Background: an optimization exercise with open tools, aiming at small area. Do not read the settings as production practice.
The RTL was checked by simulation tests, not by an equivalence proof against the original design.
Power figures rest on the tool's default switching activity, not on a simulated workload.

===== flow/run.sh =====
#!/bin/bash
# Standard ORFS layout (bash standard.sh) with changes made through ORFS's own knobs:
#  - port buffers are buf_1 cells;
#  - CTS uses clkbuf_4 leaf clusters of up to 16 sinks and no dummy loads;
#  - after floorplan, logic cells that synthesis sized up are set back to drive 1.
# standard.sh's make output goes to standard.log; each step's log is under orfs/logs/.
set -euo pipefail
export BUFFER_PORTS_ARGS="-buffer_cell sky130_fd_sc_hd__buf_1"
export CTS_ARGS="-sink_clustering_enable -repair_clock_nets -dont_use_dummy_load -buf_list sky130_fd_sc_hd__clkbuf_4 -root_buf sky130_fd_sc_hd__clkbuf_8 -sink_clustering_size 10 -sink_clustering_max_diameter 50"
export POST_FLOORPLAN_TCL="$PWD/flow/downsize.tcl"
bash standard.sh > standard.log 2>&1

===== flow/downsize.tcl =====
# Hook run after floorplan (POST_FLOORPLAN_TCL): synthesis sizes some logic cells up for
# fanout; put every combinational cell back to its drive-1 variant. Flip-flops and clock
# cells are left alone. The resizer's later repair_design fixes any slew or cap it needs.
set n 0
foreach inst [[ord::get_db_block] getInsts] {
  set m [[$inst getMaster] getName]
  if {![regexp {^sky130_fd_sc_hd__(\w+)_(\d+)$} $m -> base drv]} { continue }
  if {$drv <= 1} { continue }
  if {[regexp {^(df|edf|sdf|dl|clk|conb|tap|fill|decap)} $base]} { continue }
  set new "sky130_fd_sc_hd__${base}_1"
  if {[get_lib_cells -quiet $new] eq ""} { continue }
  replace_cell [$inst getName] $new
  incr n
}
puts "downsize.tcl: $n cells set to drive 1"

===== standard.sh =====
#!/bin/bash
# synth_recipe.tcl (not shown) runs the flow's synth.tcl, then flattens the netlist and writes it again
# the make line also repeats each setting of config.mk as NAME=value (left out here)
make -C /OpenROAD-flow-scripts/flow DESIGN_CONFIG=/design/flow/config.mk WORK_HOME=/design/flow/orfs CLKGATE_MAP_FILE= SYNTH_SCRIPT=/design/flow/synth_recipe.tcl "${@:-finish}"

===== config.mk =====
export PLATFORM = sky130hd
export DESIGN_NAME = Inverter_25Hz
export DESIGN_NICKNAME = Inverter_25Hz
export VERILOG_FILES = /design/flow/design.v
export SDC_FILE = /design/flow/constraint.sdc
export NUM_CORES = 4
export LEC_CHECK = 0
export CAP_MARGIN = 20
export CORE_MARGIN = 2
export CORE_UTILIZATION = 70
export PLACE_DENSITY = 0.8
export SLEW_MARGIN = 20

===== constraint.sdc =====
create_clock -name core_clock -period 10.0 [get_ports {CLK_50M}]
set_input_delay 2.0000 -clock core_clock [delete_from_list [all_inputs] [get_ports {CLK_50M}]]
set_output_delay 2.0000 -clock core_clock [all_outputs]
set_load 0.01 [all_outputs]

===== design.v =====
module Inverter_25Hz(CLK_50M,DEV_CLRn,
                     R_PWM_LH_D,R_PWM_RH_D,
							I_PWM1_LL_D,I_PWM1_LH_D,I_PWM1_RL_D,I_PWM1_RH_D,
							I_PWM2_LL_D,I_PWM2_LH_D,I_PWM2_RL_D,I_PWM2_RH_D,
							BusOvp,IP_Ocp,InvOcp1,OP_Ovp1,InvOcp2,OP_Ovp2,
							Reset_D,CPLD1,
							OP_Rly1_D,OP_Rly2_D,OP_Scr1_D,OP_Scr2_D,
							COM1_IPF_C,COM2_IPF_C,COM1_OUT_D,COM2_OUT_D,
							R_PWM_LH_C,R_PWM_RH_C,
							I_PWM1_LL_C,I_PWM1_LH_C,I_PWM1_RL_C,I_PWM1_RH_C,
							I_PWM2_LL_C,I_PWM2_LH_C,I_PWM2_RL_C,I_PWM2_RH_C,
							BusOvp_D,IP_Ocp_D,InvOcp1_D,OP_Ovp1_D,InvOcp2_D,OP_Ovp2_D,
							CPLD2,CPLD_Data,
							EN1_4245,EN2_4245,
							OP_Rly1_C,OP_Rly2_C,OP_Scr1_C,OP_Scr2_C,
							COM1_IPF_D,COM2_IPF_D,COM1_OUT_C,COM2_OUT_C,
							LED1,LED2,LED3,LED4,LED5,LED6);
input CLK_50M,DEV_CLRn;
input R_PWM_LH_D,R_PWM_RH_D;
input I_PWM1_LL_D,I_PWM1_LH_D,I_PWM1_RL_D,I_PWM1_RH_D;
input I_PWM2_LL_D,I_PWM2_LH_D,I_PWM2_RL_D,I_PWM2_RH_D;
input BusOvp,IP_Ocp,InvOcp1,OP_Ovp1,InvOcp2,OP_Ovp2;
input Reset_D;
input CPLD1;
input OP_Rly1_D,OP_Rly2_D,OP_Scr1_D,OP_Scr2_D;
input COM1_IPF_C,COM2_IPF_C,COM1_OUT_D,COM2_OUT_D;
output R_PWM_LH_C,R_PWM_RH_C;
output I_PWM1_LL_C,I_PWM1_LH_C,I_PWM1_RL_C,I_PWM1_RH_C;
output I_PWM2_LL_C,I_PWM2_LH_C,I_PWM2_RL_C,I_PWM2_RH_C;
output BusOvp_D,IP_Ocp_D,InvOcp1_D,OP_Ovp1_D,InvOcp2_D,OP_Ovp2_D;
output CPLD2,CPLD_Data;
output EN1_4245,EN2_4245;
output OP_Rly1_C,OP_Rly2_C,OP_Scr1_C,OP_Scr2_C;
output COM1_IPF_D;
output reg COM2_IPF_D;
output COM1_OUT_C,COM2_OUT_C;
output LED1,LED2,LED3,LED4,LED5,LED6;
wire BusOvp_F,IP_Ocp_F,InvOcp1_F,OP_Ovp1_F,InvOcp2_F,OP_Ovp2_F;
wire R_PWM_LH_w,R_PWM_RH_w;
wire I_PWM1_LL_w,I_PWM1_LH_w,I_PWM1_RL_w,I_PWM1_RH_w;
wire I_PWM2_LL_w,I_PWM2_LH_w,I_PWM2_RL_w,I_PWM2_RH_w;
wire CPLD1_F;
wire InvOcp1_Dy,InvOcp2_Dy,OP_Ovp1_Dy,OP_Ovp2_Dy;
wire CP1;
Protect_Filter PF1(.CLK_50M(CLK_50M),.Rst_n(DEV_CLRn),
                   .BusOvp(BusOvp),.IP_Ocp(IP_Ocp),.InvOcp1(InvOcp1),.OP_Ovp1(OP_Ovp1),.InvOcp2(InvOcp2),.OP_Ovp2(OP_Ovp2),
                   .BusOvp_F(BusOvp_F),.IP_Ocp_F(IP_Ocp_F),.InvOcp1_F(InvOcp1_F),.OP_Ovp1_F(OP_Ovp1_F),.InvOcp2_F(InvOcp2_F),.OP_Ovp2_F(OP_Ovp2_F));
LED_drive LD1(.BusOvp(BusOvp_F),.IP_Ocp(IP_Ocp_F),.InvOcp1(InvOcp1_F),.OP_Ovp1(OP_Ovp1_F),.InvOcp2(InvOcp2_F),.OP_Ovp2(OP_Ovp2_F),
              .LED1(LED1),.LED2(LED2),.LED3(LED3),.LED4(LED4),.LED5(LED5),.LED6(LED6));
PWM_drive PD1(.CLK_50M(CLK_50M),.Rst_n(DEV_CLRn),
              .R_PWM_LH_D(R_PWM_LH_D),.R_PWM_RH_D(R_PWM_RH_D),
				  .I_PWM1_LL_D(I_PWM1_LL_D),.I_PWM1_LH_D(I_PWM1_LH_D),.I_PWM1_RL_D(I_PWM1_RL_D),.I_PWM1_RH_D(I_PWM1_RH_D),
				  .I_PWM2_LL_D(I_PWM2_LL_D),.I_PWM2_LH_D(I_PWM2_LH_D),.I_PWM2_RL_D(I_PWM2_RL_D),.I_PWM2_RH_D(I_PWM2_RH_D),
				  .BusOvp(BusOvp_F),.IP_Ocp(IP_Ocp_F),.InvOcp1(InvOcp1_F),.OP_Ovp1(OP_Ovp1_F),.InvOcp2(InvOcp2_F),.OP_Ovp2(OP_Ovp2_F),
				  .Reset_D(Reset_D),.CPLD1(CPLD1),
				  .R_PWM_LH(R_PWM_LH_w),.R_PWM_RH(R_PWM_RH_w),
				  .I_PWM1_LL(I_PWM1_LL_w),.I_PWM1_LH(I_PWM1_LH_w),.I_PWM1_RL(I_PWM1_RL_w),.I_PWM1_RH(I_PWM1_RH_w),
				  .I_PWM2_LL(I_PWM2_LL_w),.I_PWM2_LH(I_PWM2_LH_w),.I_PWM2_RL(I_PWM2_RL_w),.I_PWM2_RH(I_PWM2_RH_w),
				  .CP1(CP1)
				  );
PWM_4245En PE1(.clk(CLK_50M),.Rst_n(DEV_CLRn),.OP_Rly1_D(OP_Rly1_D),.OP_Rly2_D(OP_Rly2_D),.OP_Scr1_D(OP_Scr1_D),
               .OP_Scr2_D(OP_Scr2_D),.COM1_OUT_D(COM1_OUT_D),.COM2_OUT_D(COM2_OUT_D),
               .En1(EN1_4245),.En2(EN2_4245),
               .OP_Rly1_C(OP_Rly1_C),.OP_Rly2_C(OP_Rly2_C),.OP_Scr1_C(OP_Scr1_C),
					.OP_Scr2_C(OP_Scr2_C),.COM1_OUT_C(COM1_OUT_C),.COM2_OUT_C(COM2_OUT_C));
Protect_CountCur PC1(.CLK_50M(CLK_50M),.Rst_n(DEV_CLRn),.ResetD(Reset_D),.ProTect(InvOcp1_F),.PWMEN(InvOcp1_D));
Protect_CountCur PC2(.CLK_50M(CLK_50M),.Rst_n(DEV_CLRn),.ResetD(Reset_D),.ProTect(InvOcp2_F),.PWMEN(InvOcp2_D));
Protect_CountVol PCV1(.CLK_50M(CLK_50M),.Rst_n(DEV_CLRn),.ResetD(Reset_D),.ProTect(OP_Ovp1_F),.PWMEN(OP_Ovp1_D));
Protect_CountVol PCV2(.CLK_50M(CLK_50M),.Rst_n(DEV_CLRn),.ResetD(Reset_D),.ProTect(OP_Ovp2_F),.PWMEN(OP_Ovp2_D));
 assign R_PWM_LH_C=(~EN1_4245) ? R_PWM_LH_w : 1'b0;
 assign R_PWM_RH_C=(~EN1_4245) ? R_PWM_RH_w : 1'b0;
 assign I_PWM1_LL_C=I_PWM1_LL_w;
 assign I_PWM1_LH_C=(InvOcp1_D & OP_Ovp1_D) ? I_PWM1_LH_w : 1'b0; 
 assign I_PWM1_RL_C=I_PWM1_RL_w;
 assign I_PWM1_RH_C=(InvOcp1_D & OP_Ovp1_D) ? I_PWM1_RH_w : 1'b0; 
 assign I_PWM2_LL_C=I_PWM2_LL_w;
 assign I_PWM2_LH_C=(InvOcp2_D & OP_Ovp2_D) ? I_PWM2_LH_w : 1'b0; 
 assign I_PWM2_RL_C=I_PWM2_RL_w;
 assign I_PWM2_RH_C=(InvOcp2_D & OP_Ovp2_D) ? I_PWM2_RH_w : 1'b0; 
COM_Filter CF1(.CLK_50M(CLK_50M),.Rst_n(DEV_CLRn),.COM1_IPF_C(COM1_IPF_C),.COM1_IPF_D(COM1_IPF_D));
always @(posedge CLK_50M)
 begin
   COM2_IPF_D<=COM2_IPF_C; 
 end
assign CPLD_Data=IP_Ocp_F;				  
assign BusOvp_D=BusOvp_F; assign IP_Ocp_D=CP1; 
assign CPLD2=1'b0;
endmodule
module PWM_drive(CLK_50M,Rst_n,
                 R_PWM_LH_D,R_PWM_RH_D,
					  I_PWM1_LL_D,I_PWM1_LH_D,I_PWM1_RL_D,I_PWM1_RH_D,
					  I_PWM2_LL_D,I_PWM2_LH_D,I_PWM2_RL_D,I_PWM2_RH_D,
					  BusOvp,IP_Ocp,InvOcp1,OP_Ovp1,InvOcp2,OP_Ovp2,
					  Reset_D,CPLD1,
					  R_PWM_LH,R_PWM_RH,
					  I_PWM1_LL,I_PWM1_LH,I_PWM1_RL,I_PWM1_RH,
					  I_PWM2_LL,I_PWM2_LH,I_PWM2_RL,I_PWM2_RH,
					  CP1
					  );
input CLK_50M,Rst_n;
input R_PWM_LH_D,R_PWM_RH_D;
input I_PWM1_LL_D,I_PWM1_LH_D,I_PWM1_RL_D,I_PWM1_RH_D;
input I_PWM2_LL_D,I_PWM2_LH_D,I_PWM2_RL_D,I_PWM2_RH_D;
input BusOvp,IP_Ocp,InvOcp1,OP_Ovp1,InvOcp2,OP_Ovp2,Reset_D,CPLD1;
output R_PWM_LH,R_PWM_RH;
output I_PWM1_LL,I_PWM1_LH,I_PWM1_RL,I_PWM1_RH;
output I_PWM2_LL,I_PWM2_LH,I_PWM2_RL,I_PWM2_RH;
output CP1;
reg PFC_EN1,PFC_EN2,INV1_ENE,INV2_ENE;
reg r_R_PWM_LH1,r_R_PWM_LH2,r_R_PWM_RH1,r_R_PWM_RH2;
reg r_I_PWM1_LH1,r_I_PWM1_RH1,r_I_PWM2_LH1,r_I_PWM2_RH1;
reg r_I_PWM1_LH2,r_I_PWM1_RH2,r_I_PWM2_LH2,r_I_PWM2_RH2;
always @(posedge CLK_50M)
 begin
  r_R_PWM_LH1<=R_PWM_LH_D; r_R_PWM_LH2<=r_R_PWM_LH1;
  r_R_PWM_RH1<=R_PWM_RH_D; r_R_PWM_RH2<=r_R_PWM_RH1;
  r_I_PWM1_LH1<=I_PWM1_LH_D; r_I_PWM1_LH2<=r_I_PWM1_LH1;
  r_I_PWM1_RH1<=I_PWM1_RH_D; r_I_PWM1_RH2<=r_I_PWM1_RH1;
  r_I_PWM2_LH1<=I_PWM2_LH_D; r_I_PWM2_LH2<=r_I_PWM2_LH1;
  r_I_PWM2_RH1<=I_PWM2_RH_D; r_I_PWM2_RH2<=r_I_PWM2_RH1;
 end
wire Rec_pos  = (~r_R_PWM_LH2 & r_R_PWM_LH1) | (~r_R_PWM_RH2 & r_R_PWM_RH1);
wire Inv1_pos = (~r_I_PWM1_LH2 & r_I_PWM1_LH1) | (~r_I_PWM1_RH2 & r_I_PWM1_RH1);
wire Inv2_pos = (~r_I_PWM2_LH2 & r_I_PWM2_LH1) | (~r_I_PWM2_RH2 & r_I_PWM2_RH1);
wire INV1_ENE_w = InvOcp1 & OP_Ovp1;
wire INV2_ENE_w = InvOcp2 & OP_Ovp2;
always @(posedge CLK_50M)
 begin
  if(!Rst_n)
   begin PFC_EN1<=1'b1; PFC_EN2<=1'b1; INV1_ENE<=1'b1; INV2_ENE<=1'b1; end
  else
   begin
    PFC_EN1 <= PFC_EN1 ? IP_Ocp : (Reset_D | (CPLD1 & Rec_pos & IP_Ocp));
    PFC_EN2 <= BusOvp & (PFC_EN2 | Rec_pos);
    INV1_ENE <= INV1_ENE_w & (INV1_ENE | Inv1_pos);
    INV2_ENE <= INV2_ENE_w & (INV2_ENE | Inv2_pos);
   end
 end
wire PWM_Pre1 = ~((I_PWM1_LL_D & I_PWM1_LH_D) | (I_PWM1_RL_D & I_PWM1_RH_D));
wire PWM_Pre2 = ~((I_PWM2_LL_D & I_PWM2_LH_D) | (I_PWM2_RL_D & I_PWM2_RH_D));
assign R_PWM_LH = PFC_EN1 & PFC_EN2 & R_PWM_LH_D;
assign R_PWM_RH = PFC_EN1 & PFC_EN2 & R_PWM_RH_D;
assign I_PWM1_LL = I_PWM1_LL_D;
assign I_PWM1_LH = INV1_ENE & PWM_Pre1 & I_PWM1_LH_D;
assign I_PWM1_RL = I_PWM1_RL_D;
assign I_PWM1_RH = INV1_ENE & PWM_Pre1 & I_PWM1_RH_D;
assign I_PWM2_LL = I_PWM2_LL_D;
assign I_PWM2_LH = INV2_ENE & PWM_Pre2 & I_PWM2_LH_D;
assign I_PWM2_RL = I_PWM2_RL_D;
assign I_PWM2_RH = INV2_ENE & PWM_Pre2 & I_PWM2_RH_D;
assign CP1 = PFC_EN1;
endmodule
module Filt6(clk, rst_n, x, f);
input clk, rst_n, x;
output reg f;
localparam [5:0] C   = 6'd53;
localparam [5:0] POL = 6'b101010;    
reg  [5:0] s;
wire [5:0] b  = s ^ POL;
wire       a  = &b[4:0];
wire       fb = ~(b[5] ^ b[4]) | a;
wire       clr = x | ~rst_n;
always @(posedge clk)
 begin
  s <= (clr ? C : {b[4:0], fb}) ^ POL;
  f <= ~rst_n | ~(a & b[5]);
 end
endmodule
module Protect_Filter(CLK_50M,Rst_n,
                      BusOvp,IP_Ocp,InvOcp1,OP_Ovp1,InvOcp2,OP_Ovp2,
                      BusOvp_F,IP_Ocp_F,InvOcp1_F,OP_Ovp1_F,InvOcp2_F,OP_Ovp2_F);
input CLK_50M,Rst_n;
input BusOvp,IP_Ocp,InvOcp1,OP_Ovp1,InvOcp2,OP_Ovp2;
output BusOvp_F,IP_Ocp_F,InvOcp1_F,OP_Ovp1_F,InvOcp2_F,OP_Ovp2_F;
Filt6 f1(.clk(CLK_50M),.rst_n(Rst_n),.x(IP_Ocp), .f(IP_Ocp_F));
Filt6 f2(.clk(CLK_50M),.rst_n(Rst_n),.x(InvOcp1),.f(InvOcp1_F));
Filt6 f3(.clk(CLK_50M),.rst_n(Rst_n),.x(InvOcp2),.f(InvOcp2_F));
Filt6 f4(.clk(CLK_50M),.rst_n(Rst_n),.x(BusOvp), .f(BusOvp_F));
Filt6 f5(.clk(CLK_50M),.rst_n(Rst_n),.x(OP_Ovp1),.f(OP_Ovp1_F));
Filt6 f6(.clk(CLK_50M),.rst_n(Rst_n),.x(OP_Ovp2),.f(OP_Ovp2_F));
endmodule
module LED_drive(BusOvp,IP_Ocp,InvOcp1,OP_Ovp1,InvOcp2,OP_Ovp2,
                 LED1,LED2,LED3,LED4,LED5,LED6);
input BusOvp,IP_Ocp,InvOcp1,OP_Ovp1,InvOcp2,OP_Ovp2;
output LED1,LED2,LED3,LED4,LED5,LED6;
assign LED1=BusOvp; assign LED2=IP_Ocp; assign LED3=InvOcp1;
assign LED4=OP_Ovp1; assign LED5=InvOcp2; assign LED6=OP_Ovp2;
endmodule
module PWM_4245En(clk,Rst_n,OP_Rly1_D,OP_Rly2_D,OP_Scr1_D,OP_Scr2_D,COM1_OUT_D,COM2_OUT_D,En1,En2,OP_Rly1_C,OP_Rly2_C,OP_Scr1_C,OP_Scr2_C,COM1_OUT_C,COM2_OUT_C);
input clk,Rst_n;
input OP_Rly1_D,OP_Rly2_D,OP_Scr1_D,OP_Scr2_D;
input COM1_OUT_D,COM2_OUT_D;
output En1,En2;
output OP_Rly1_C,OP_Rly2_C,OP_Scr1_C,OP_Scr2_C;
output COM1_OUT_C,COM2_OUT_C;
localparam [24:0] C0  = 25'd8163750;
localparam [24:0] POL = {13{2'b10}};
reg  [24:0] s;
wire [24:0] b  = s ^ POL;
wire        a  = &b[23:0];
wire        fb = ~(b[24] ^ b[21]) | a;
reg r_rly1, r_rly2, r_scr1, r_scr2, r_com1, r_com2;
always @(posedge clk)
 begin
  s <= (Rst_n ? {b[23:0], fb} : C0) ^ POL;
  r_rly1 <= OP_Rly1_D; r_rly2 <= OP_Rly2_D; r_scr1 <= OP_Scr1_D; r_scr2 <= OP_Scr2_D;
  r_com1 <= COM1_OUT_D; r_com2 <= COM2_OUT_D;
 end
assign En1 = ~(a & b[24]);
assign En2 = 1'b0;
assign OP_Rly1_C = ~En1 & r_rly1;
assign OP_Rly2_C = ~En1 & r_rly2;
assign OP_Scr1_C = En1 | r_scr1;
assign OP_Scr2_C = En1 | r_scr2;
assign COM1_OUT_C = En1 | r_com1;
assign COM2_OUT_C = En1 | r_com2;
endmodule
module ProtCount #(parameter NW = 22, WA = 22, WB = 21,
                   parameter [NW-1:0] WC0 = 0, WT = 0,
                   parameter NE = 9, EA = 9, EB = 5,
                   parameter [NE-1:0] E0 = 0, ECS = 0)
  (clk, rst_n, rd, p, pwmen);
input clk, rst_n, rd, p;
output reg pwmen;
localparam [NW-1:0] WPOL = {(NW+1)/2{2'b10}};
localparam [NE-1:0] EPOL = {(NE+1)/2{2'b10}};
reg r1, r2, en;
reg [NW-1:0] ws;
reg [NE-1:0] es;
wire [NW-1:0] wb = ws ^ WPOL;
wire [NE-1:0] eb = es ^ EPOL;
wire full     = (wb == WT);
wire counting = en & ~full & rst_n;
wire wfb      = ~(wb[WA-1] ^ wb[WB-1]);
wire cs       = (eb == ECS);
wire efb      = ~(eb[EA-1] ^ eb[EB-1]) ^ cs;
wire neg      = r2 & ~r1;
always @(posedge clk)
 begin
  r1 <= p; r2 <= r1;
  en <= rst_n & (en ? ~full : ~p);
  ws <= (counting ? {wb[NW-2:0], wfb} : WC0) ^ WPOL;
  es <= (counting ? (neg ? {eb[NE-2:0], efb} : eb) : E0) ^ EPOL;
  pwmen <= ~rst_n | (pwmen ? ~cs : rd);
 end
endmodule
module Protect_CountCur(CLK_50M,Rst_n,ResetD,ProTect,PWMEN);
input CLK_50M,Rst_n,ResetD,ProTect;
output PWMEN;
ProtCount #(.NW(22), .WA(22), .WB(21), .WC0(22'd0), .WT(22'd1052672),
            .NE(9), .EA(9), .EB(5), .E0(9'd207), .ECS(9'd463))
  pc(.clk(CLK_50M), .rst_n(Rst_n), .rd(ResetD), .p(ProTect), .pwmen(PWMEN));
endmodule
module Protect_CountVol(CLK_50M,Rst_n,ResetD,ProTect,PWMEN);
input CLK_50M,Rst_n,ResetD,ProTect;
output PWMEN;
ProtCount #(.NW(20), .WA(20), .WB(17), .WC0(20'd0), .WT(20'd554474),
            .NE(4), .EA(4), .EB(3), .E0(4'd4), .ECS(4'd12))
  pc(.clk(CLK_50M), .rst_n(Rst_n), .rd(ResetD), .p(ProTect), .pwmen(PWMEN));
endmodule
module Protect_delay(clk,Rst_n,Prt,Prt_dly);
input clk,Rst_n,Prt;
output reg Prt_dly;
reg [7:0] count1;
always @(posedge clk)
 begin 
  if(!Rst_n)
   begin count1<=8'd0; end
  else
   begin
	 if(!Prt)
	  begin
	   if(count1<8'd150)
		 begin count1<=count1+1'b1; end
		else
		 begin count1<=8'd150; end
	  end
	 else
	  begin count1<=8'd0; end
	end
 end
always @(posedge clk)
 begin
  if(!Rst_n)
   begin Prt_dly<=1'b0; end
  else
   begin
	 if(count1!=8'd150)
	  begin Prt_dly<=1'b1; end
	 else
	  begin Prt_dly<=1'b0; end
	end
 end
 endmodule
module COM_Filter(CLK_50M,Rst_n,COM1_IPF_C,COM1_IPF_D);
input CLK_50M,Rst_n,COM1_IPF_C;
output reg COM1_IPF_D;
localparam [3:0] R1  = 4'd2;
localparam [3:0] POL = 4'b1010;
reg v;
reg  [3:0] s;
wire [3:0] b   = s ^ POL;
wire       a   = &b[2:0];
wire       sat = a & b[3];
wire       fb  = ~(b[3] ^ b[2]) | a;
always @(posedge CLK_50M)
 begin
  if(!Rst_n)
   begin v <= 1'b0; s <= 4'b1111 ^ POL; COM1_IPF_D <= 1'b0; end
  else
   begin
    v <= COM1_IPF_C;
    s <= ((COM1_IPF_C ^ v) ? R1 : {b[2:0], fb}) ^ POL;
    if(sat) COM1_IPF_D <= v;
   end
 end
endmodule

==> impl_metrics.env, run 1 <==
export IMPL_cell_internal_pwr_mw=1.052
export IMPL_fin_worst_skew_ns=0.05404
export IMPL_status="timing/DRC/antenna clean"
export IMPL_tightest_slew_ns=0.8583
export IMPL_cp_required_ns=8.00
export IMPL_grt_pass1_wl_um=18110
export IMPL_dpl_cell_area_um2=6964
export IMPL_antenna_left=0
export IMPL_avgSynthCellArea_um2=10.43
export IMPL_dieArea_um2=10420
export IMPL_hold_path_class="register to register"
export IMPL_clockBufferDepth=3
export IMPL_slew_viol_final=0
export IMPL_initial_core_util_pct=72.56
export IMPL_clockRootBuffer="clkbuf_8"
export IMPL_yosysSeqAreaShare_pct=65.97
export IMPL_port_buffers=59
export IMPL_drt_iter0_drc=128
export IMPL_vias_per_cell=5.289
export IMPL_vias=4427
export IMPL_worstPathMaxFanout=3
export IMPL_slew_headroom_pct=41.87
export IMPL_drcViolationCount=0
export IMPL_clock_fmax_ghz=0.2117
export IMPL_crit_type="input pin to output port"
export IMPL_p_sw_mw=0.2780
export IMPL_post_cts_setup_buffer_count=0
export IMPL_combPwrFrac_pct=2.6
export IMPL_antenna_found_initial=0
export IMPL_synth_top_area_cell="dfxtp_1"
export IMPL_grt_max_degree=69
export IMPL_cts_buffers=26
export IMPL_cts_tree="built"
export IMPL_cts_clk_slew_worst_paths_ns=0.09
export IMPL_tns_ns=0
export IMPL_antennaDiodeCount=0
export IMPL_powerDensity_nw_per_um2=185.3
export IMPL_setup_ws_ns=5.277
export IMPL_routed_wl_um=10590
export IMPL_power_share_sequential_pct=68.7
export IMPL_fin_crit_ns=4.723
export IMPL_ir_drop_uv=116.0
export IMPL_cp_data_arrival_time_ns=2.72
export IMPL_placementRows=35
export IMPL_synth_area_leaders="dfxtp_1, nand2_1, nor2_1"
export IMPL_final_core_util_pct=77.32
export IMPL_end_kind="output port"
export IMPL_grt_use_total_pct=21.15
export IMPL_synthArstFlopShare_pct=0
export IMPL_gr_total_overflow=0
export IMPL_drv_cap=0
export IMPL_synth_top_cell_area_share_pct=65.97
export IMPL_cts_hold_buf=0
export IMPL_synth_edf_count=0
export IMPL_die_x_um=102.1
export IMPL_synth_cell_area_um2=6736
export IMPL_area_growth_synth_to_final_pct=6.556
export IMPL_switching_share_pct=20.90
export IMPL_post_route_period_util_pct=47.23
export IMPL_clk_insertion_delay_late_ns=0.50
export IMPL_htreeDepth=1
export IMPL_globalplace_congestion=0.7722
export IMPL_ys_seq_elements=222
export IMPL_finalSetupViolations=0
export IMPL_cts_resized=0
export IMPL_grt_pass1_vias=4214
export IMPL_dp_hpwl_um=7398
export IMPL_nets=742
export IMPL_yosysUniqueCellTypes=50
export IMPL_yosys_warnings=7
export IMPL_drt_wirelength_per_cell_um=12.65
export IMPL_dr_pass1_iters=4
export IMPL_p_leak_nw=2.861
export IMPL_netlist_instances=646
export IMPL_clock_sinks=222
export IMPL_die_h_um=102.1
export IMPL_drive_gt1_share_pct=4.237
export IMPL_synth_ff_type="dfxtp_1"
export IMPL_rsz0062_at_grt="false"
export IMPL_p_clk_share_pct=28.7
export IMPL_core_area_um2=9284
export IMPL_pre_cts_ws_ns=5.257
export IMPL_ioPinCount=62
export IMPL_cp_start_kind="input pin"
export IMPL_final_area_um2=7178
export IMPL_hold_viol_final=0
[metal layers]
metal	share of wire (%)	vias up	track usage [%]
li1	-	2267	-
met1	46	2060	27.02
met2	48	80	35.83
met3	4.3	20	4.241
met4	2.0	0	7.795
met5	0	-	0
[cell usage after synthesis, types with 2 or more instances]
library cell	number
nand3_1	14
nand2b_1	9
and2_1	3
a41oi_1	2
nor3_1	7
ha_1	4
dfxtp_1	222
a2111oi_0	4
nor2_1	73
nand2_1	111
a41o_1	2
and3_1	4
o21ai_0	11
o211ai_1	14
buf_4	8
clkbuf_1	16
a221oi_1	2
nand4b_1	12
buf_2	3
o311ai_0	2
or2_1	4
nor4b_1	4
nor4bb_1	2
nand3b_1	3
a21oi_1	13
nand4_1	7
nor3b_1	3
xnor2_1	9
nor4_1	7
a211o_1	2
nor2b_1	27
a21o_1	6
inv_1	19
[path summary, 6_finish.rpt]
kind | from | endpoint | slack, ns | cells past startpoint
worst max-delay path | I_PWM1_RH_D | I_PWM1_RH_C | 5.28 | 4
worst min register to register | PC2.pc.r1 | PC2.pc.r2 | 0.28 | 0
worst max register to register | PC2.pc.ws[20] | PC2.pc.en | 7.89 | 6
worst min-delay path | PC2.pc.r1 | PC2.pc.r2 | 0.28 | 0
[per-stage QoR]
step | instances | power (mW) | hold WS (ns)
6_report | 837 | 1.330 | 0.2838
5_1_grt | 837 | 1.386 | 0.2732
4_1_cts | 837 | 1.343 | 0.2835
3_5_place_dp | 811 | 0.9696 | 0.3328
3_3_place_gp | 811 | 0.9670 | 0.3271
2_1_floorplan | 647 | 0.9581 | 0.3226
[state kept, by name, indices dropped and copies added, names as in the netlist, 4 cells and up]
signal	count
PF1.f6.s	6
PC1.pc.ws	22
PCV2.pc.ws	20
PC1.pc.es	9
PC2.pc.es	9
PF1.f4.s	6
PCV2.pc.es	4
PC2.pc.ws	22
PF1.f2.s	6
PCV1.pc.ws	20
PE1.s	25
CF1.s	4
PF1.f3.s	6
PF1.f5.s	6
PF1.f1.s	6
PCV1.pc.es	4
[layout by cell type, fill, tap and decap left out, drive strengths merged, types with 11 or more instances in the layout]
cell type	netlist	layout
nand2	111	111
nor2b	27	27
nor2	73	73
o211ai	14	14
clkbuf	16	27
nand3	14	14
inv	19	19
dfxtp	222	222
o21ai	11	11
buf	11	61
a21oi	13	13
nand4b	12	12
[worst max-delay path, stage by stage]
cell       delay, ns
buf_1           0.10
inv_1           0.04
a2111oi_0       0.38
buf_1           0.20
[power by group through the flow]
stage / Clock [mW] / Combinational (mW) / Sequential (mW)
5_1_grt: 0.429 / 0.0392 / 0.917
3_3_place_gp: 0 / 0.0331 / 0.934
2_1_floorplan: 0 / 0.0257 / 0.932
3_5_place_dp: 0 / 0.0348 / 0.935
4_1_cts: 0.393 / 0.0349 / 0.915
6_report: 0.381 / 0.0346 / 0.914
[area by class of cell]
class | count | area, µm²
clock buffers | 26 | 214.0
inverters | 19 | 71.32
multi-input cells | 379 | 2042
flip-flops and latches | 222 | 4444
fillers | 669 | 2106
repair buffers | 62 | 245.2
well taps | 129 | 161.4
[cell families (layout without fill, tap and decap cells)]
family | after synthesis | in the layout | share of synthesized area (%)
DFF | 222 | 222 | 65.97
adders and majority gates | 4 | 4 | 0.7430
muxes | 1 | 1 | 0.1486
and+or+nand+nor | 296 | 296 | 21.79
buffers and inverters | 46 | 107 | 3.065
other | 1 | 2 | 0.05567
xor gates and xnor gates | 10 | 10 | 1.300
AOI/OAI and AO/OA | 66 | 66 | 6.928
==> run 2: changes to the inputs <==
--- a/design.v
+++ b/design.v
@@ -248,5 +248,5 @@
 input CLK_50M,Rst_n,ResetD,ProTect;
 output PWMEN;
-ProtCount #(.NW(22), .WA(22), .WB(21), .WC0(22'd0), .WT(22'd1052672),
+ProtCount #(.NW(22), .WA(22), .WB(21), .WC0(22'd2796202), .WT(22'd3492522),
             .NE(9), .EA(9), .EB(5), .E0(9'd207), .ECS(9'd463))
   pc(.clk(CLK_50M), .rst_n(Rst_n), .rd(ResetD), .p(ProTect), .pwmen(PWMEN));
@@ -255,5 +255,5 @@
 input CLK_50M,Rst_n,ResetD,ProTect;
 output PWMEN;
-ProtCount #(.NW(20), .WA(20), .WB(17), .WC0(20'd0), .WT(20'd554474),
+ProtCount #(.NW(20), .WA(20), .WB(17), .WC0(20'd699050), .WT(20'd330777),
             .NE(4), .EA(4), .EB(3), .E0(4'd4), .ECS(4'd12))
   pc(.clk(CLK_50M), .rst_n(Rst_n), .rd(ResetD), .p(ProTect), .pwmen(PWMEN));
==> impl_metrics.env, run 2 <==
export IMPL_slew_viol_final=0
export IMPL_port_buffers=59
export IMPL_antennaDiodeCount=0
export IMPL_grt_pass1_wl_um=17380
export IMPL_gr_total_overflow=0
export IMPL_tns_ns=0
export IMPL_drcViolationCount=0
export IMPL_crit_type="input pin to output port"
export IMPL_grt_max_degree=61
export IMPL_critical_path_top_delay_family="compound AO/OA/AOI/OAI gates"
export IMPL_cts_tree="built"
export IMPL_finalSetupViolations=0
export IMPL_dpl_cell_area_um2=6963
export IMPL_hold_viol_final=0
export IMPL_final_cell_mix="dfxtp_1, nor2_1, nand2_1"
export IMPL_initial_core_util_pct=72.37
export IMPL_fin_cells=837
export IMPL_slew_headroom_pct=33.92
export IMPL_ys_seq_elements=222
export IMPL_hold_slack_ns=0.3502
export IMPL_end_kind="output port"
export IMPL_cts_buffers=26
export IMPL_placementRows=35
export IMPL_fin_worst_skew_ns=0.04927
export IMPL_cpPeakStageDelay_ns=0.38
export IMPL_synth_top_cell_area_share_pct=66.15
export IMPL_clock_fmax_ghz=0.2107
export IMPL_reg_top3="PE1.s (25), PC1.pc.ws (22), PC2.pc.ws (22)"
export IMPL_ioPinCount=62
export IMPL_synthArstFlopShare_pct=0
export IMPL_ir_drop_uv=127.4
export IMPL_antenna_left=0
export IMPL_dp_hpwl_um=7278
export IMPL_synthTopCellsByCount="dfxtp_1, nor2_1, nand2_1"
export IMPL_dr_pass1_iters=4
export IMPL_avgSynthCellArea_um2=10.37
export IMPL_setup_ws_ns=5.253
export IMPL_fin_crit_ns=4.747
export IMPL_clock_sinks=222
export IMPL_cp_required_ns=8.00
export IMPL_htreeDepth=1
export IMPL_dieArea_um2=10400
export IMPL_cp_data_arrival_time_ns=2.75
export IMPL_tightest_slew_ns=0.9869
export IMPL_crit_top_cell="buf_1"
export IMPL_synth_cell_area_um2=6719
export IMPL_placedCellCount=811
export IMPL_worstPathMaxFanout=3
export IMPL_die_x_um=102.0
export IMPL_vias=4314
export IMPL_p_leak_nw=3.078
export IMPL_routed_wl_um=10690
export IMPL_hold_path_class="register to register"
export IMPL_status="timing/DRC/antenna clean"
export IMPL_cp_start_kind="input pin"
export IMPL_clockBufferDepth=3
export IMPL_core_area_um2=9284
export IMPL_die_h_um=102.0
export IMPL_pre_cts_ws_ns=5.216
export IMPL_antenna_found_initial=0
export IMPL_final_area_um2=7187
export IMPL_synth_area_leaders="dfxtp_1, nor2_1, nand2_1"
export IMPL_slowest_stage="a2111oi_0"
export IMPL_cts_hold_buf=0
export IMPL_area_growth_synth_to_final_pct=6.965
export IMPL_drt_iter0_drc=107
export IMPL_largest_reg_flops=25
export IMPL_clk_insertion_delay_late_ns=0.50
export IMPL_final_common_cell="dfxtp_1"
export IMPL_synth_top_area_cell="dfxtp_1"
export IMPL_post_route_period_util_pct=47.47
export IMPL_grt_use_total_pct=20.42
export IMPL_cts_resized=0
export IMPL_nets=742
export IMPL_rsz0062_at_grt="false"
export IMPL_synth_ff_type="dfxtp_1"
export IMPL_powerDensity_nw_per_um2=186.6
export IMPL_largest_register="PE1.s"
export IMPL_synth_edf_count=0
export IMPL_yosysSeqAreaShare_pct=66.15
export IMPL_yosysUniqueCellTypes=48
export IMPL_netlist_instances=648
export IMPL_yosys_warnings=7
export IMPL_crit_buf_inv=3
export IMPL_globalplace_congestion=0.7748
export IMPL_drt_wirelength_per_cell_um=12.77
export IMPL_clockRootBuffer="clkbuf_8"
export IMPL_yosysMostFrequentCell="dfxtp_1"
export IMPL_drive_gt1_share_pct=4.661
export IMPL_post_cts_setup_buffer_count=0
export IMPL_n_fill_cell=652
export IMPL_drv_cap=0
export IMPL_grt_pass1_vias=4072
export IMPL_cts_clk_slew_worst_paths_ns=0.09
export IMPL_crit_chain="buf_1 -> inv_1 -> a2111oi_0 -> buf_1"
export IMPL_vias_per_cell=5.154
==> run 2: routing by layer <==
metal  GRT usage [%]  share of wire [%]
met1           25.67                 45
met4           6.154                2.2
met5               0                  0
met2           35.58                 49
met3           4.309                3.8
==> run 2: worst paths after layout <==
kind,start,end,slack [ns],cells past startpoint
setup / recovery,I_PWM1_RH_D,I_PWM1_RH_C,5.25,4
hold / removal,PC1.pc.r1,PC1.pc.r2,0.35,0
setup reg to reg,PC2.pc.ws[21],PC2.pc.ws[9],7.75,7
hold reg to reg,PC1.pc.r1,PC1.pc.r2,0.35,0
==> run 2: report_power, final <==
group	total, mW	switching (mW)	internal, mW
sequential	0.918	0.0120	0.906
combinational	0.0360	0.0205	0.0155
clock	0.387	0.253	0.134
==> run 2: final cells by class <==
type | count | area, µm² | share of cell area (%)
inverters | 23 | 86.33 | 1.201
multi-input cells | 374 | 2028 | 28.22
repair buffers | 63 | 252.7 | 3.517
clock buffers | 26 | 214.0 | 2.977
well taps | 129 | 161.4 | 2.246
flip-flops and latches | 222 | 4444 | 61.84
==> run 2: cells by family after synthesis <==
family / synth area share [%]
buffers and inverters: 3.482
adder cells (fa/ha/maj): 0.7449
other: 0.05581
flip-flops: 66.15
XOR/XNOR: 1.304
AND/OR/NAND/NOR: 21.38
multiplexers: 0.1490
AO/OA/AOI/OAI: 6.741
==> run 2: metrics by stage <==
step	util [%]	power (mW)
2_1_floorplan	-	0.9621
3_3_place_gp	75.00	0.9718
3_5_place_dp	75.00	0.9746
4_1_cts	77.30	1.350
5_1_grt	77.41	1.390
6_report	77.41	1.341
==> run 2: worst register-to-register path, delay by kind of cell, from the launching register on <==
| kind | cells | cell delay, ns |
|---|---|---|
| DFF | 1 | 0.31 |
| AOI/OAI and AO/OA | 1 | 0.80 |
| and+or+nand+nor | 3 | 0.43 |
| adders and majority gates | 1 | 0.14 |
| buffers and inverters | 2 | 0.41 |
==> run 3: changes to the inputs <==
--- a/config.mk
+++ b/config.mk
@@ -8,5 +8,5 @@
 export CAP_MARGIN = 20
 export CORE_MARGIN = 2
-export CORE_UTILIZATION = 70
-export PLACE_DENSITY = 0.8
+export CORE_UTILIZATION = 80
+export PLACE_DENSITY = 0.9
 export SLEW_MARGIN = 20
==> impl_metrics.env, run 3 <==
export IMPL_power_share_sequential_pct=68.4
export IMPL_final_cell_mix="dfxtp_1, nor2_1, nand2_1"
export IMPL_grt_use_total_pct=26.60
export IMPL_yosysUniqueCellTypes=48
export IMPL_largest_reg_flops=25
export IMPL_crit_chain="buf_1 -> inv_1 -> a2111oi_0 -> buf_1"
export IMPL_globalplace_congestion=0.8084
export IMPL_worstPathMaxFanout=3
export IMPL_cts_resized=0
export IMPL_gr_total_overflow=0
export IMPL_pre_cts_ws_ns=5.079
export IMPL_antennaDiodeCount=0
export IMPL_synth_area_leaders="dfxtp_1, nor2_1, nand2_1"
export IMPL_placementRows=33
export IMPL_drv_cap=0
export IMPL_synth_top_area_cell="dfxtp_1"
export IMPL_reg_top3="PE1.s (25), PC1.pc.ws (22), PC2.pc.ws (22)"
export IMPL_antenna_found_initial=0
export IMPL_hold_viol_final=0
export IMPL_htreeDepth=1
export IMPL_routed_wl_um=11940
export IMPL_cp_required_ns=8.00
export IMPL_dp_hpwl_um=8311
export IMPL_drcViolationCount=0
export IMPL_slowest_stage="a2111oi_0"
export IMPL_initial_core_util_pct=82.19
export IMPL_port_buffers=59
export IMPL_cts_tree="built"
export IMPL_antenna_left=0
export IMPL_n_fill_cell=431
export IMPL_ioPinCount=62
export IMPL_synth_top_cell_area_share_pct=66.15
export IMPL_p_clk_share_pct=28.7
export IMPL_status="timing/DRC/antenna clean"
export IMPL_crit_type="input pin to output port"
export IMPL_post_cts_setup_buffer_count=0
export IMPL_grt_pass1_wl_um=19320
export IMPL_p_leak_nw=3.080
export IMPL_hold_path_class="register to register"
export IMPL_dr_pass1_iters=4
export IMPL_cts_clk_slew_worst_paths_ns=0.09
export IMPL_core_area_um2=8175
export IMPL_area_growth_synth_to_final_pct=6.443
export IMPL_yosys_warnings=7
export IMPL_cpPeakStageDelay_ns=0.44
export IMPL_cp_num_cells=4
export IMPL_clk_insertion_delay_late_ns=0.51
export IMPL_tns_ns=0
export IMPL_rr_worst_depth=5
export IMPL_largest_register="PE1.s"
export IMPL_synth_ff_type="dfxtp_1"
export IMPL_dieArea_um2=9148
export IMPL_end_kind="output port"
export IMPL_tightest_slew_ns=0.8302
export IMPL_synthArstFlopShare_pct=0
export IMPL_hold_slack_ns=0.3453
export IMPL_clock_sinks=222
export IMPL_cell_internal_pwr_mw=1.056
export IMPL_cp_data_arrival_time_ns=2.88
export IMPL_synth_cell_area_um2=6719
export IMPL_drive_gt1_share_pct=4.795
export IMPL_fin_worst_skew_ns=0.05005
export IMPL_setup_ws_ns=5.119
export IMPL_clock_fmax_ghz=0.2049
export IMPL_finalPower_mw=1.342
export IMPL_powerDensity_nw_per_um2=187.7
export IMPL_drt_iter0_drc=192
export IMPL_vias_per_cell=5.517
export IMPL_ff_latch_area_um2=4444
export IMPL_drt_wirelength_per_cell_um=14.67
export IMPL_die_x_um=95.65
export IMPL_ir_drop_uv=140.3
export IMPL_slew_headroom_pct=44.56
export IMPL_yosysMostFrequentCell="dfxtp_1"
export IMPL_netlist_instances=648
export IMPL_finalSetupViolations=0
export IMPL_clockRootBuffer="clkbuf_8"
export IMPL_yosysSeqAreaShare_pct=66.15
export IMPL_clockBufferDepth=3
export IMPL_multi_input_area_um2=2018
export IMPL_holdPathEnd="PF1.f2.s[1]"
export IMPL_vias=4491
export IMPL_crit_top_cell="buf_1"
export IMPL_min_from="PF1.f2.s[0]"
export IMPL_nets=743
export IMPL_hold_depth=1
export IMPL_rsz0062_at_grt="false"
export IMPL_grt_max_degree=61
export IMPL_final_common_cell="dfxtp_1"
export IMPL_slew_viol_final=0
export IMPL_switching_share_pct=21.36
export IMPL_cts_hold_buf=0
export IMPL_cp_start_kind="input pin"
export IMPL_synthTopCellsByCount="dfxtp_1, nor2_1, nand2_1"
export IMPL_ys_seq_elements=222
export IMPL_crit_buf_inv=3
export IMPL_rrSetupSlack_ns=7.86
export IMPL_final_area_um2=7152
export IMPL_combPwrFrac_pct=2.8
export IMPL_synth_edf_count=0
export IMPL_p_sw_mw=0.2866
export IMPL_post_route_period_util_pct=48.81
export IMPL_avgSynthCellArea_um2=10.37
export IMPL_r2r_start="PC1.pc.ws[4]"
export IMPL_r2r_end="PC1.pc.es[0]"
export IMPL_grt_pass1_vias=4463
export IMPL_cts_buffers=26
export IMPL_die_h_um=95.65
export IMPL_dpl_cell_area_um2=6933
export IMPL_critical_path_top_delay_family="compound AO/OA/AOI/OAI gates"
export IMPL_fin_crit_ns=4.881
==> run 3: cell counts after synthesis <==
Identical to the previous run, type by type.
==> run 3: cells by family (layout without fill, tap and decap cells) <==
group | after synthesis | count (layout) | synth area share (%)
buffers and inverters | 53 | 113 | 3.482
other | 1 | 2 | 0.05581
AND/OR/NAND/NOR | 293 | 293 | 21.38
adder cells (fa/ha/maj) | 4 | 4 | 0.7449
flip-flops | 222 | 222 | 66.15
AO/OA/AOI/OAI | 64 | 64 | 6.741
multiplexers | 1 | 1 | 0.1490
XOR/XNOR | 10 | 10 | 1.304
==> run 3: cell type report <==
cell class,count,share of cell area (%)
well taps,105,1.837
flip-flops and latches,222,62.14
clock buffers,26,2.992
repair buffers,64,3.604
multi-input cells,374,28.22
inverters,23,1.207
==> run 3: through the flow <==
step,utilization (%),cells
finish,87.48,814
CTS,87.42,813
global placement,84.80,787
detailed placement,84.80,787
floorplan,-,649
global route,87.48,814
==> run 3: metal layers <==
metal  wire length [µm]  vias up  global-route usage (%)  share of wire, %
met5                  0        -                       0                 0
met3                561       38                   5.455               4.7
met4                354        0                   9.524               3.0
li1                   -     2248                       -                 -
met2               5964      100                   47.79                50
met1               5058     2105                   31.40                42
==> run 3: power by group through the flow <==
stage / Combinational, mW / Sequential, mW / Clock [mW]
final: 0.0378 / 0.919 / 0.386
after global routing: 0.0424 / 0.922 / 0.429
after CTS: 0.0377 / 0.919 / 0.391
after detailed placement: 0.0376 / 0.939 / 0
after global placement: 0.0348 / 0.937 / 0
after floorplan: 0.0265 / 0.936 / 0
==> run 3: how the worst max path moves through the flow <==
stage                     start          end  slack (ns)
finish              I_PWM1_RH_D  I_PWM1_RH_C        5.12
global route        I_PWM1_RH_D  I_PWM1_RH_C        5.10
CTS                 I_PWM1_RH_D  I_PWM1_RH_C        5.13
global placement    I_PWM1_RH_D  I_PWM1_RH_C        5.01
detailed placement  I_PWM1_RH_D  I_PWM1_RH_C        5.08
floorplan           I_PWM1_RH_D  I_PWM1_RH_C        5.31
==> run 4: changes to the inputs <==
--- a/config.mk
+++ b/config.mk
@@ -6,7 +6,7 @@
 export NUM_CORES = 4
 export LEC_CHECK = 0
-export CAP_MARGIN = 20
+export CAP_MARGIN = 0
 export CORE_MARGIN = 2
-export CORE_UTILIZATION = 80
-export PLACE_DENSITY = 0.9
-export SLEW_MARGIN = 20
+export CORE_UTILIZATION = 70
+export PLACE_DENSITY = 0.8
+export SLEW_MARGIN = 0
==> impl_metrics.env, run 4 <==
export IMPL_fin_crit_ns=4.747
export IMPL_antenna_found_initial=0
export IMPL_hold_viol_final=0
export IMPL_globalplace_congestion=0.7748
export IMPL_fin_worst_skew_ns=0.04927
export IMPL_placementRows=35
export IMPL_rrSetupSlack_ns=7.63
export IMPL_clockBufferDepth=3
export IMPL_cts_tree="built"
export IMPL_slew_viol_final=0
export IMPL_ys_seq_elements=222
export IMPL_antennaDiodeCount=0
export IMPL_r2r_end="PC1.pc.es[5]"
export IMPL_largest_register="PE1.s"
export IMPL_cts_hold_buf=0
export IMPL_synth_compound_area_share_pct=6.741
export IMPL_p_leak_nw=3.077
export IMPL_grt_max_degree=61
export IMPL_r2r_start="PC1.pc.ws[4]"
export IMPL_tns_ns=0
export IMPL_synthArstFlopShare_pct=0
export IMPL_status="timing/DRC/antenna clean"
export IMPL_vias=4330
export IMPL_ir_drop_uv=127.4
export IMPL_synth_simple_area_share_pct=21.38
export IMPL_tightest_slew_ns=1.099
export IMPL_crit_buf_inv=3
export IMPL_grt_pass1_vias=4072
export IMPL_cts_buffers=26
export IMPL_rsz0062_at_grt="false"
export IMPL_antenna_left=0
export IMPL_drt_iter0_drc=104
export IMPL_drcViolationCount=0
export IMPL_setup_ws_ns=5.253
export IMPL_slowest_stage="a2111oi_0"
export IMPL_finalPower_mw=1.341
export IMPL_area_growth_synth_to_final_pct=6.816
export IMPL_avgSynthCellArea_um2=10.37
export IMPL_synth_area_leaders="dfxtp_1, nor2_1, nand2_1"
export IMPL_cp_num_cells=4
export IMPL_crit_top_cell="buf_1"
export IMPL_vias_per_cell=5.173
export IMPL_cp_required_ns=8.00
export IMPL_grt_use_total_pct=20.42
export IMPL_final_cell_mix="dfxtp_1, nor2_1, nand2_1"
export IMPL_crit_chain="buf_1 -> inv_1 -> a2111oi_0 -> buf_1"
export IMPL_initial_core_util_pct=72.37
export IMPL_die_x_um=102.0
export IMPL_synth_top_area_cell="dfxtp_1"
export IMPL_drt_wirelength_per_cell_um=12.72
export IMPL_yosysUniqueCellTypes=48
export IMPL_synth_top_cell_area_share_pct=66.15
export IMPL_reg_top3="PE1.s (25), PC1.pc.ws (22), PC2.pc.ws (22)"
export IMPL_hold_slack_ns=0.3481
export IMPL_post_route_period_util_pct=47.47
export IMPL_routed_wl_um=10650
export IMPL_synth_cell_area_um2=6719
export IMPL_hold_depth=0
export IMPL_cts_clk_slew_worst_paths_ns=0.10
export IMPL_holdPathEnd="PC1.pc.r2"
export IMPL_n_fill_cell=655
export IMPL_powerDensity_nw_per_um2=186.8
export IMPL_dp_hpwl_um=7278
export IMPL_netlist_instances=648
export IMPL_yosysMostFrequentCell="dfxtp_1"
export IMPL_dr_pass1_iters=4
export IMPL_core_area_um2=9284
export IMPL_synth_xor_area_share_pct=1.304
export IMPL_pre_cts_ws_ns=5.216
export IMPL_clockRootBuffer="clkbuf_8"
export IMPL_yosys_warnings=7
export IMPL_final_common_cell="dfxtp_1"
export IMPL_synth_adder_area_share_pct=0.7449
export IMPL_end_kind="output port"
export IMPL_dpl_cell_area_um2=6963
export IMPL_synth_top_family_by_area="simple AND/OR/NAND/NOR gates"
export IMPL_post_cts_setup_buffer_count=0
export IMPL_dieArea_um2=10400
export IMPL_critical_path_top_delay_family="compound AO/OA/AOI/OAI gates"
export IMPL_min_from="PC1.pc.r1"
export IMPL_synthTopCellsByCount="dfxtp_1, nor2_1, nand2_1"
export IMPL_slew_headroom_pct=26.62
export IMPL_ioPinCount=62
export IMPL_htreeDepth=1
export IMPL_cp_start_kind="input pin"
export IMPL_die_h_um=102.0
export IMPL_synth_ff_type="dfxtp_1"
export IMPL_gr_total_overflow=0
export IMPL_cpPeakStageDelay_ns=0.38
export IMPL_yosysSeqAreaShare_pct=66.15
export IMPL_largest_reg_flops=25
export IMPL_port_buffers=59
export IMPL_cts_resized=0
export IMPL_rr_worst_depth=5
export IMPL_clock_sinks=222
export IMPL_synth_edf_count=0
export IMPL_synthMuxAreaShare_pct=0.1490
export IMPL_hold_path_class="register to register"
export IMPL_finalSetupViolations=0
export IMPL_final_area_um2=7177
export IMPL_grt_pass1_wl_um=17380
export IMPL_nets=742
export IMPL_crit_type="input pin to output port"
export IMPL_clk_insertion_delay_late_ns=0.50
export IMPL_cp_data_arrival_time_ns=2.75
export IMPL_clock_fmax_ghz=0.2107
export IMPL_drv_cap=0
export IMPL_worstPathMaxFanout=3
export IMPL_drive_gt1_share_pct=4.661
## run 4: changes by cell type in the layout (fill, tap and decap cells not counted)
cell and change:
buf_2 -1
## run 4: metal layers
metal | GRT usage, % | vias up | wire, µm
li1 | - | 2245 | -
met2 | 35.58 | 66 | 5168
met4 | 6.154 | 0 | 238
met5 | 0 | - | 0
met1 | 25.67 | 2001 | 4837
met3 | 4.309 | 18 | 400
## run 4: area by class of cell
class	instances	area (µm²)	share of cell area, %
Clock buffer	26	214.0	2.981
Multi-Input combinational cell	374	2018	28.12
Inverter	23	86.33	1.203
Timing Repair Buffer	63	252.7	3.522
Tap cell	129	161.4	2.249
Sequential cell	222	4444	61.92
## run 4: report_power, final
part           internal (mW)  switching [mW]  leakage [nW]  total (mW)
Clock                  0.134           0.253         0.127       0.387
Combinational         0.0154          0.0204          1.14      0.0359
Sequential             0.906          0.0120          1.81       0.918
Total                   1.06           0.285          3.08        1.34
## run 4: worst max-delay path by stage
stage	slack, ns	to	from
6_report	5.25	I_PWM1_RH_C	I_PWM1_RH_D
3_3_place_gp	5.32	I_PWM1_RH_C	I_PWM1_RH_D
4_1_cts	5.22	I_PWM1_RH_C	I_PWM1_RH_D
3_5_place_dp	5.22	I_PWM1_RH_C	I_PWM1_RH_D
2_1_floorplan	5.31	I_PWM1_RH_C	I_PWM1_RH_D
5_1_grt	5.11	I_PWM2_RH_C	I_PWM2_RH_D
## run 4: metrics by stage
step / cells / util, %
3_5_place_dp: 811 / 75.00
2_1_floorplan: 649 / -
6_report: 837 / 77.30
5_1_grt: 837 / 77.30
3_3_place_gp: 811 / 75.00
4_1_cts: 837 / 77.30
## run 4: logic make-up after synthesis
group                    after synthesis
AND/OR/NAND/NOR                      293
flip-flops                           222
AO/OA/AOI/OAI                         64
buffers and inverters                 53
XOR/XNOR                              10
adder cells (fa/ha/maj)                4
other                                  1
multiplexers                           1
==> run 5: changes to the inputs <==
==> flow/run.sh (replaced) <==
#!/bin/bash
# Standard ORFS layout (bash standard.sh) with changes made through ORFS's own knobs:
#  - port buffers are buf_1 cells;
#  - CTS uses only clkbuf_4 cells, leaf clusters of up to 10 sinks, and no dummy loads;
#  - after floorplan, logic cells that synthesis sized up are set back to drive 1.
# standard.sh's make output goes to standard.log; each step's log is under orfs/logs/.
set -euo pipefail
export BUFFER_PORTS_ARGS="-buffer_cell sky130_fd_sc_hd__buf_1"
export CTS_ARGS="-sink_clustering_enable -repair_clock_nets -dont_use_dummy_load -buf_list sky130_fd_sc_hd__clkbuf_4 -root_buf sky130_fd_sc_hd__clkbuf_4 -sink_clustering_size 10 -sink_clustering_max_diameter 50"
export POST_FLOORPLAN_TCL="$PWD/flow/downsize.tcl"
bash standard.sh > standard.log 2>&1
==> impl_metrics.env, run 5 <==
export IMPL_status="timing/DRC/antenna clean"
export IMPL_die_h_um=102.0
export IMPL_post_cts_setup_buffer_count=0
export IMPL_fin_crit_ns=4.746
export IMPL_ir_drop_uv=127.1
export IMPL_drcViolationCount=0
export IMPL_fin_worst_skew_ns=0.05395
export IMPL_r2r_end="PC1.pc.es[5]"
export IMPL_hold_depth=0
export IMPL_final_core_util_pct=77.10
export IMPL_cp_start_kind="input pin"
export IMPL_grt_pass1_vias=4069
export IMPL_cts_tree="built"
export IMPL_ff_latch_area_um2=4444
export IMPL_crit_type="input pin to output port"
export IMPL_clockRootBuffer="clkbuf_4"
export IMPL_cts_clk_slew_worst_paths_ns=0.10
export IMPL_antenna_found_initial=0
export IMPL_antennaDiodeCount=0
export IMPL_end_kind="output port"
export IMPL_synthArstFlopShare_pct=0
export IMPL_multi_input_area_um2=2018
export IMPL_synthMuxAreaShare_pct=0.1490
export IMPL_final_cell_mix="dfxtp_1, nor2_1, nand2_1"
export IMPL_largest_reg_flops=25
export IMPL_rsz0062_at_grt="false"
export IMPL_vias=4329
export IMPL_initial_core_util_pct=72.37
export IMPL_yosysSeqAreaShare_pct=66.15
export IMPL_cts_hold_buf=0
export IMPL_synth_top_cell_area_share_pct=66.15
export IMPL_synth_compound_area_share_pct=6.741
export IMPL_die_x_um=102.0
export IMPL_post_route_period_util_pct=47.46
export IMPL_grt_use_total_pct=20.46
export IMPL_rr_worst_depth=5
export IMPL_powerDensity_nw_per_um2=185.0
export IMPL_p_leak_nw=3.069
export IMPL_hold_slack_ns=0.3481
export IMPL_slowest_stage="a2111oi_0"
export IMPL_clock_sinks=222
export IMPL_ioPinCount=62
export IMPL_synth_adder_area_share_pct=0.7449
export IMPL_reg_top3="PE1.s (25), PC1.pc.ws (22), PC2.pc.ws (22)"
export IMPL_largest_register="PE1.s"
export IMPL_cts_buffers=26
export IMPL_dr_pass1_iters=4
export IMPL_synth_xor_area_share_pct=1.304
export IMPL_globalplace_congestion=0.7748
export IMPL_finalSetupViolations=0
export IMPL_yosysMostFrequentCell="dfxtp_1"
export IMPL_synth_top_area_cell="dfxtp_1"
export IMPL_holdPathEnd="PC1.pc.r2"
export IMPL_drt_iter0_drc=126
export IMPL_synth_edf_count=0
export IMPL_synth_ff_type="dfxtp_1"
export IMPL_crit_chain="buf_1 -> inv_1 -> a2111oi_0 -> buf_1"
export IMPL_slew_viol_final=0
export IMPL_r2r_start="PC1.pc.ws[4]"
export IMPL_rrSetupSlack_ns=7.63
export IMPL_clk_insertion_delay_late_ns=0.60
export IMPL_tns_ns=0
export IMPL_ys_seq_elements=222
export IMPL_worstPathMaxFanout=3
export IMPL_hold_viol_final=0
export IMPL_cts_resized=0
export IMPL_grt_max_degree=61
export IMPL_yosysUniqueCellTypes=48
export IMPL_slew_headroom_pct=26.13
export IMPL_gr_total_overflow=0
export IMPL_hold_path_class="register to register"
export IMPL_nets=742
export IMPL_synth_cell_area_um2=6719
export IMPL_synth_area_leaders="dfxtp_1, nor2_1, nand2_1"
export IMPL_vias_per_cell=5.172
export IMPL_dieArea_um2=10400
export IMPL_area_growth_synth_to_final_pct=6.536
export IMPL_dp_hpwl_um=7278
export IMPL_antenna_left=0
export IMPL_yosys_warnings=7
export IMPL_n_fill_cell=657
export IMPL_final_common_cell="dfxtp_1"
export IMPL_drive_gt1_share_pct=4.661
export IMPL_drt_wirelength_per_cell_um=12.68
export IMPL_grt_pass1_wl_um=17390
export IMPL_netlist_instances=648
export IMPL_cp_data_arrival_time_ns=2.75
export IMPL_drv_cap=0
export IMPL_core_area_um2=9284
export IMPL_clockBufferDepth=3
export IMPL_crit_top_cell="buf_1"
export IMPL_routed_wl_um=10620
export IMPL_synthTopCellsByCount="dfxtp_1, nor2_1, nand2_1"
export IMPL_placementRows=35
export IMPL_synth_top_family_by_area="simple AND/OR/NAND/NOR gates"
export IMPL_tightest_slew_ns=1.106
export IMPL_cpPeakStageDelay_ns=0.38
export IMPL_min_from="PC1.pc.r1"
export IMPL_avgSynthCellArea_um2=10.37
export IMPL_htreeDepth=1
export IMPL_port_buffers=59
export IMPL_cp_required_ns=8.00
export IMPL_finalPower_mw=1.324
export IMPL_clock_fmax_ghz=0.2107
export IMPL_synth_simple_area_share_pct=21.38
[run 5: cell types whose count changed in the layout (fill, tap and decap cells not counted)]
cell	change
clkbuf_8	-3
clkbuf_4	+3
[run 5: where the power goes]
part / total, mW / internal (mW) / switching [mW] / leakage [nW]
combinational: 0.0358 / 0.0154 / 0.0204 / 1.14
sequential: 0.918 / 0.906 / 0.0120 / 1.81
clock: 0.370 / 0.120 / 0.251 / 0.120
[run 5: area by class of cell]
class	count	area share, %
timing repair buffer	63	3.531
clock buffer	26	2.727
multi-input combinational	374	28.19
inverter	23	1.206
tap	129	2.255
sequential	222	62.09
[run 5: logic make-up after synthesis]
family	count (synthesis)
XOR/XNOR	10
multiplexers	1
other	1
AO/OA/AOI/OAI	64
buffers and inverters	53
adder cells (fa/ha/maj)	4
flip-flops	222
AND/OR/NAND/NOR	293
[run 5: metal layers]
metal	global-route usage [%]	part of all wire, %
met5	0	0
met4	6.154	2.3
met3	4.514	3.9
met2	35.58	48
met1	25.66	45
[run 5: worst max path at each step]
stage,from,end,slack [ns],cells past startpoint
final,I_PWM1_RH_D,I_PWM1_RH_C,5.25,4
after global routing,I_PWM2_RH_D,I_PWM2_RH_C,5.11,4
after CTS,I_PWM1_RH_D,I_PWM1_RH_C,5.22,4
after detailed placement,I_PWM1_RH_D,I_PWM1_RH_C,5.22,4
after global placement,I_PWM1_RH_D,I_PWM1_RH_C,5.32,4
after floorplan,I_PWM1_RH_D,I_PWM1_RH_C,5.31,2
[run 5: per-stage QoR]
| stage | setup WS, ns | instances | area [µm²] |
|---|---|---|---|
| 5_1_grt | 5.114 | 837 | 7158 |
| 6_report | 5.254 | 837 | 7158 |
| 4_1_cts | 5.222 | 837 | 7158 |
| 2_1_floorplan | 5.309 | 649 | 6723 |
| 3_5_place_dp | 5.216 | 811 | 6963 |
| 3_3_place_gp | 5.321 | 811 | 6963 |
[run 5: critical path: cells and delay by family]
| kind | cells | cell delay [ns] |
|---|---|---|
| compound gates | 1 | 0.38 |
| buf+inv | 3 | 0.36 |
==> run 6: changes to the inputs <==
--- a/design.v
+++ b/design.v
@@ -240,5 +240,5 @@
   r1 <= p; r2 <= r1;
   en <= rst_n & (en ? ~full : ~p);
-  ws <= (counting ? {wb[NW-2:0], wfb} : WC0) ^ WPOL;
+  ws <= (en ? {wb[NW-2:0], wfb} : WC0) ^ WPOL;
   es <= (counting ? (neg ? {eb[NE-2:0], efb} : eb) : E0) ^ EPOL;
   pwmen <= ~rst_n | (pwmen ? ~cs : rd);
@@ -248,5 +248,5 @@
 input CLK_50M,Rst_n,ResetD,ProTect;
 output PWMEN;
-ProtCount #(.NW(22), .WA(22), .WB(21), .WC0(22'd2796202), .WT(22'd3492522),
+ProtCount #(.NW(22), .WA(22), .WB(21), .WC0(22'd1398101), .WT(22'd1746261),
             .NE(9), .EA(9), .EB(5), .E0(9'd207), .ECS(9'd463))
   pc(.clk(CLK_50M), .rst_n(Rst_n), .rd(ResetD), .p(ProTect), .pwmen(PWMEN));
@@ -255,5 +255,5 @@
 input CLK_50M,Rst_n,ResetD,ProTect;
 output PWMEN;
-ProtCount #(.NW(20), .WA(20), .WB(17), .WC0(20'd699050), .WT(20'd330777),
+ProtCount #(.NW(20), .WA(20), .WB(17), .WC0(20'd349525), .WT(20'd165388),
             .NE(4), .EA(4), .EB(3), .E0(4'd4), .ECS(4'd12))
   pc(.clk(CLK_50M), .rst_n(Rst_n), .rd(ResetD), .p(ProTect), .pwmen(PWMEN));
==> impl_metrics.env, run 6 <==
export IMPL_drcViolationCount=0
export IMPL_power_share_sequential_pct=69.7
export IMPL_ioPinCount=62
export IMPL_fin_cells=828
export IMPL_slew_viol_final=0
export IMPL_cp_data_arrival_time_ns=2.76
export IMPL_switching_share_pct=21.05
export IMPL_die_h_um=101.8
export IMPL_routed_wl_um=10360
export IMPL_synth_top_cell_area_share_pct=66.32
export IMPL_yosys_warnings=7
export IMPL_hold_viol_final=0
export IMPL_hold_path_class="register to register"
export IMPL_cts_hold_buf=0
export IMPL_die_x_um=101.8
export IMPL_combPwrFrac_pct=2.8
export IMPL_cp_start_kind="input pin"
export IMPL_crit_type="input pin to output port"
export IMPL_slowest_stage="a2111oi_0"
export IMPL_clk_insertion_delay_late_ns=0.57
export IMPL_drt_iter0_drc=174
export IMPL_rsz0062_at_grt="false"
export IMPL_grt_max_degree=60
export IMPL_dieArea_um2=10370
export IMPL_finalSetupViolations=0
export IMPL_worstPathMaxFanout=3
export IMPL_ys_seq_elements=222
export IMPL_synth_cell_area_um2=6701
export IMPL_synthTopCellsByCount="dfxtp_1, nand2_1, nor2_1"
export IMPL_nets=733
export IMPL_avgSynthCellArea_um2=10.47
export IMPL_core_area_um2=9284
export IMPL_yosysSeqAreaShare_pct=66.32
export IMPL_clock_fmax_ghz=0.2099
export IMPL_final_cell_mix="dfxtp_1, nand2_1, buf_1"
export IMPL_clockBufferDepth=3
export IMPL_grt_pass1_wl_um=17620
export IMPL_r2r_end="PC2.pc.en"
export IMPL_synth_top_area_cell="dfxtp_1"
export IMPL_placementRows=35
export IMPL_crit_chain="buf_1 -> a2111oi_0 -> buf_1"
export IMPL_initial_core_util_pct=72.18
export IMPL_cts_clk_slew_worst_paths_ns=0.09
export IMPL_crit_start="I_PWM1_RL_D"
export IMPL_vias_per_cell=5.209
export IMPL_drive_gt1_share_pct=4.006
export IMPL_hold_depth=1
export IMPL_reg_top3="PE1.s (25), PC1.pc.ws (22), PC2.pc.ws (22)"
export IMPL_synth_ff_type="dfxtp_1"
export IMPL_cp_required_ns=8.00
export IMPL_slew_headroom_pct=25.56
export IMPL_globalplace_congestion=0.7474
export IMPL_rr_worst_depth=4
export IMPL_powerDensity_nw_per_um2=186.1
export IMPL_post_route_period_util_pct=47.65
export IMPL_cts_tree="built"
export IMPL_holdPathEnd="PC2.pc.ws[13]"
export IMPL_crit_top_cell="buf_1"
export IMPL_drt_wirelength_per_cell_um=12.52
export IMPL_htreeDepth=1
export IMPL_synth_edf_count=0
export IMPL_antenna_found_initial=0
export IMPL_area_growth_synth_to_final_pct=6.124
export IMPL_cpPeakStageDelay_ns=0.47
export IMPL_pre_cts_ws_ns=5.189
export IMPL_status="timing/DRC/antenna clean"
export IMPL_tns_ns=0
export IMPL_cts_resized=0
export IMPL_r2r_start="PC2.pc.ws[18]"
export IMPL_dp_hpwl_um=7250
export IMPL_vias=4313
run 6: worst max path at each step:
| stage | endpoint | slack (ns) | cells after the start |
|---|---|---|---|
| final | I_PWM1_LH_C | 5.24 | 3 |
| after global routing | OP_Scr2_C | 5.19 | 5 |
| after CTS | I_PWM1_LH_C | 5.19 | 3 |
| after detailed placement | I_PWM1_LH_C | 5.19 | 3 |
| after global placement | I_PWM1_RH_C | 5.31 | 4 |
| after floorplan | I_PWM1_RH_C | 5.31 | 2 |
run 6: per-stage QoR:
| step | hold slack (ns) | instance area, µm² |
|---|---|---|
| after detailed placement | 0.3308 | 6917 |
| after global placement | 0.3279 | 6917 |
| after CTS | 0.3203 | 7112 |
| after floorplan | 0.3226 | 6705 |
| after global routing | 0.3267 | 7112 |
| final | 0.3226 | 7112 |
run 6: area by class of cell:
cell class	count	area, µm²	area share [%]
sequential	222	4444	62.49
multi-input combinational	371	2006	28.20
timing repair buffer	60	230.2	3.237
clock buffer	26	195.2	2.745
tap	129	161.4	2.270
inverter	20	75.07	1.056
run 6: power groups by stage:
stage	clock [mW]	combinational (mW)	sequential (mW)
after floorplan	0	0.0287	0.939
after global placement	0	0.0352	0.942
after detailed placement	0	0.0373	0.943
after CTS	0.379	0.0375	0.923
after global routing	0.410	0.0427	0.926
final	0.364	0.0370	0.922
run 6: layer usage:
layer / up-vias / wire length [µm] / track usage [%]
li1: 2239 / - / -
met5: - / 0 / 0
met2: 82 / 4780 / 35.32
met3: 18 / 465 / 4.309
met4: 0 / 167 / 6.051
met1: 1974 / 4950 / 26.44
run 6: cells by family (layout without fill, tap and decap cells):
logic type,Yosys count,count (layout),synth area share [%]
adder cells (fa/ha/maj),4,4,0.7469
other,1,2,0.05596
XOR/XNOR,10,10,1.307
buffers and inverters,48,106,3.137
flip-flops,222,222,66.32
AND/OR/NAND/NOR,288,288,21.32
AO/OA/AOI/OAI,66,66,6.964
multiplexers,1,1,0.1494

[afterwards: timing with drivers on the ports]
In the flow no input, the clock included, has a driving cell. The finished layouts below were timed again as built, in two steps. Step 1 sets driving cells, clkbuf_16 on the clock port and buf_2 on the other inputs (assumed; they add their load-dependent delay and slew). Step 2 times the ports against the registers' clock, not the clock port: input delays grow and output delays shrink by t, the midpoint of the rising clock arrivals with the driver on. a / b / c = ideal ports / drivers / drivers and shift; a / b = the first two.
| run | t, ns | setup WS [ns] |
|---|---|---|
| run 1 | 0.509 | 5.277 / 5.251 / 5.251 |
| run 2 | 0.514 | 5.253 / 5.228 / 5.228 |
| run 3 | 0.522 | 5.119 / 5.093 / 5.093 |
| run 4 | 0.515 | 5.253 / 5.228 / 5.228 |
| run 5 | 0.609 | 5.254 / 5.228 / 5.228 |
| run 6 | 0.578 | 5.235 / 5.212 / 5.212 |
After both steps setup and hold are still met in every run listed.
